What follows belongs to an exercise in optimizing a design on an open flow for small area and a short achievable clock period; a production flow would make more cautious choices. The RTL was checked by simulation tests, not by an equivalence proof against the original design. Power and IR drop assume default switching activity.

// alu
module alu # ( parameter WIDTH = 16, CMD_WIDTH = 4 ) (
	input clk, rst,
	input CE,
	input CIN,
	input mode,
	input [1:0] INP_INVALID,
	input [ CMD_WIDTH-1 :0] CMD,
	input [ WIDTH-1 :0] opa,
	input [ WIDTH-1 :0] opb,
	output reg ERR, OFLOW, g , l, e, cout,
	output reg [ 2 * WIDTH :0] RES
);
Size in the first run: roughly 1600 cells after synthesis, ~39 flip-flops, ~82 I/O pins, roughly 0.013 mm2 of cells after synthesis.
make LEC_CHECK=0 CAP_MARGIN=0 CORE_MARGIN=2 CORE_UTILIZATION=40 GPL_TIMING_DRIVEN=0 SLEW_MARGIN=0 finish   # period 9.0 ns
run.sh (not shown) runs the stock make flow with config.mk's settings and CLKGATE_MAP_FILE= SYNTH_SCRIPT=/design/flow/synth_recipe.tcl, a recipe that flattens the netlist after the stock synthesis.
Change:
--- a/flow/config.mk
+++ b/flow/config.mk
@@ -8 +8 @@
-export CAP_MARGIN = 0
+export CAP_MARGIN = 20
@@ -11,2 +11,2 @@
-export GPL_TIMING_DRIVEN = 0
-export SLEW_MARGIN = 0
+export SETUP_SLACK_MARGIN = 2.0
+export SLEW_MARGIN = 20
Outcome:
- worst setup slack is better by 390 ps
- via count grows slightly
- final area grows by roughly a tenth
Change:
--- a/flow/config.mk
+++ b/flow/config.mk
@@ -7,0 +8 @@
+export ABC_AREA = 1
@@ -11 +12 @@
-export SETUP_SLACK_MARGIN = 2.0
+export GPL_TIMING_DRIVEN = 0
Effect: First-iteration DRC count increases by 58%. Area after synthesis increases by about 1.9%. Hold slack is better by 13 ps. Sequential power increases by about 2%. Clock-buffer cell count decreases by 1. Setup slack is worse by 350 ps. Core utilization decreases by 6.8 points. Cell area decreases by about 10%. Routed wire length increases by about 14%. Total power increases by about 3%.
Change:
==> flow/flow/run.sh (new file) <==
#!/bin/bash
# The standard layout, with the port buffers made of sky130_fd_sc_hd__buf_4
# instead of the delay cell buffer_ports picks by default.
bash standard.sh BUFFER_PORTS_ARGS="-buffer_cell sky130_fd_sc_hd__buf_4" finish > standard.log 2>&1
==> flow/standard.sh (new file) <==
#!/bin/bash
# synth_recipe.tcl (not shown) runs the flow's synth.tcl, then flattens the netlist and writes it again
# the make line also repeats each setting of config.mk as NAME=value (left out here)
make -C /OpenROAD-flow-scripts/flow DESIGN_CONFIG=/design/flow/config.mk WORK_HOME=/design/flow/orfs CLKGATE_MAP_FILE= SYNTH_SCRIPT=/design/flow/synth_recipe.tcl "${@:-finish}"
--- a/flow/config.mk
+++ b/flow/config.mk
@@ -8 +7,0 @@
-export ABC_AREA = 1
removed: flow/run.sh
After rerunning:
- via count fell by 10%
- design area rose by 0.49%
- utilization rose by 1.4 points
- setup slack got worse by 48 ps
- wire length fell by about 6%
- total power fell by about 10%
- fmax fell by 0.54%
- worst hold slack got worse by 21 ps
- sequential power is about the same

---

== north ==
alu, a different RTL version from the one above (not shown whole).
Size: ~1300 cells after synthesis, ~39 flip-flops, about 82 I/O pins, ~12000 um^2 of cells after synthesis.
export LEC_CHECK = 0
export ABC_AREA = 1
export CAP_MARGIN = 20
export CORE_MARGIN = 2
export CORE_UTILIZATION = 40
export GPL_TIMING_DRIVEN = 0
export SLEW_MARGIN = 20
create_clock -name core_clock -period 9.0 [get_ports {clk}]
standard.sh (not shown) runs the stock make flow with config.mk's settings and CLKGATE_MAP_FILE= SYNTH_SCRIPT=/design/flow/synth_recipe.tcl, a recipe that flattens the netlist after the stock synthesis.
==> flow/flow/run.sh <==
#!/bin/bash
# The standard layout (the standard.sh, all of its steps), with these changes:
#  - synthesis: Yosys's synth command also gets -noabc, so its quick generic
#    ABC pass does not rewrite the full adders before extract_fa maps them (that
#    pass leaves an inverter between most pairs of adder cells); and ORFS's
#    technology-mapping ABC call runs flow/abc_map.script instead of
#    abc_area.script (same mapping, without ABC's own buffering).  Everything
#    else in the synthesis is ORFS's synth.tcl and synth_recipe.tcl unchanged
#    (-nofsm -noshare, flatten, renames).
#  - placement: buffer_ports uses sky130_fd_sc_hd__buf_1 for the port buffers
#    instead of the delay cell it picks by default; every input and output port
#    still gets its own buffer.
# The make output is kept in standard.log.
set -euo pipefail
here="$PWD"
grep -q 'log_cmd abc {\*}\$abc_args' "$FLOW_HOME/scripts/synth.tcl"
sed "s|log_cmd abc {\*}\$abc_args|log_cmd abc -script $here/flow/abc_map.script {*}[lrange \$abc_args 2 end]|" \
  "$FLOW_HOME/scripts/synth.tcl" > synth_body.tcl
{
  echo 'proc synth {args} { yosys synth -nofsm -noshare -noabc {*}$args }'
  echo "source $here/synth_body.tcl"
  tail -n +3 synth_recipe.tcl
} > synth_own.tcl
bash standard.sh SYNTH_SCRIPT="$here/synth_own.tcl" \
  BUFFER_PORTS_ARGS="-buffer_cell sky130_fd_sc_hd__buf_1" finish > standard.log 2>&1
==> flow/flow/abc_map.script <==
strash
dch
map
topo
stime -c
upsize -c
dnsize -c
north did not stop at any stage, and its layout met the timing, DRC and antenna checks.
Edits applied to the flow inputs when going from north to south:
Settings: SETUP_SLACK_MARGIN: unset -> 0.8; GPL_TIMING_DRIVEN: 0 -> unset.
==> flow/flow/run.sh <==
#!/bin/bash
# The standard layout (the standard.sh, all of its steps), with two changes:
#  - synthesis: Yosys's synth command also gets -noabc, so its quick generic
#    ABC pass does not rewrite the full adders before extract_fa maps them (that
#    pass leaves an inverter between most pairs of adder cells).  The rest of
#    the synthesis script is synth_recipe.tcl unchanged (-nofsm -noshare,
#    flatten, renames), and ORFS's own ABC mapping still runs afterwards.
#  - placement: buffer_ports uses sky130_fd_sc_hd__buf_1 for the port buffers
#    instead of the delay cell it picks by default; every input and output port
#    still gets its own buffer.
# The make output is kept in standard.log.
set -euo pipefail
{
  echo 'proc synth {args} { yosys synth -nofsm -noshare -noabc {*}$args }'
  tail -n +2 synth_recipe.tcl
} > synth_noabc.tcl
bash standard.sh SYNTH_SCRIPT="$PWD/synth_noabc.tcl" \
  BUFFER_PORTS_ARGS="-buffer_cell sky130_fd_sc_hd__buf_1" finish > standard.log 2>&1
removed: flow/flow/abc_map.script
Findings:
Reported leakage power delta (south − north): unfavourable. Post-route worst setup slack, north and south, lower one = north. Between south and north, it is south whose combinational power share is higher, by 0.3 points. Taking south over north, the pin count of the biggest net entering global routing ratio works out to 1.2.
Edits applied to the flow inputs when going from south to east:
Settings: SETUP_SLACK_MARGIN: 0.8 -> unset.
## What came out
- Summary — number of fill cells, east relative to south: higher, by about 0.55%.
- When the final numbers for south and east were put side by side, the sum of internal, switching and leakage power turned out to be greater in south.
- Relative to south, the largest driver fanout on the critical path of east is higher by 9.
- On final instance area, east does better than south.
- Between south and east, the mean cell area of the mapped netlist figures differ only marginally.
- Between south and east, the worst-case hold slack does not differ in any meaningful way.
- Between south and east, cell count decreased.
Changes in west relative to east:
Settings: an added GPL_TIMING_DRIVEN of 0.
[summary]
Status | east and west | clean
Pre-CTS setup slack, east and west: higher on east
[diff] first-pass GRT wire length, west relative to east: regression
west against east: share of the final layout cell area in multi-input gates now sits lower, power consumption went up about 2%, fraction of area in clock buffers and inverters held, routed via count up 121.
Origin of the worst setup path: CMD[1] -> west, INP_INVALID[0] -> east
The total non-filler cell area in the finished layout reported for west is greater than that of east by 0.92%.
Per the comparison of west with east, number of antenna cells inserted shows a reduction of 1, post-CTS setup-driven buffer insertion count up 2.
Taking east as the reference, in west share of the clock period used by the worst path after layout went up 4.3 points, share of power burned in registers went down 0.5 points.

afterwards: timing with drivers on the ports:
Ports are ideal in the flow. The routed layouts listed here were re-timed in OpenROAD.
Step 1 assumes that a clkbuf_16 drives the clock port and a buf_2 every other input.
Step 2, shift: input delay + t, output delay - t, t = (earliest + latest rising clock arrival at the registers) / 2. This alone moves slack from input paths to output paths.
Slacks: no drivers / after step 1 / after step 2; pairs: no drivers / after step 1.
run	shift t [ns]	setup WS [ns]	slew at the worst register clock pin (ns)
the first run of note 1	0.318	0.106 / 0.115 / -0.203	0.06 / 0.06
the second run of note 1	0.310	0.493 / 0.484 / 0.174	0.06 / 0.06
the third run of note 1	0.319	0.147 / 0.162 / -0.157	0.06 / 0.06
the fourth run of note 1	0.315	0.099 / 0.089 / -0.225	0.06 / 0.06
north	0.341	0.267 / 0.288 / -0.053	0.07 / 0.07
south	0.314	1.102 / 1.111 / 0.798	0.06 / 0.06
east	0.321	0.675 / 0.681 / 0.360	0.06 / 0.06
west	0.315	0.292 / 0.303 / -0.011	0.06 / 0.06
Met with ideal ports but missed after step 2: setup timing in 5 of these runs. The setup slack of the fourth run of note 1, which loses most, moves by -0.010 ns with the drivers and by -0.324 ns with both steps.
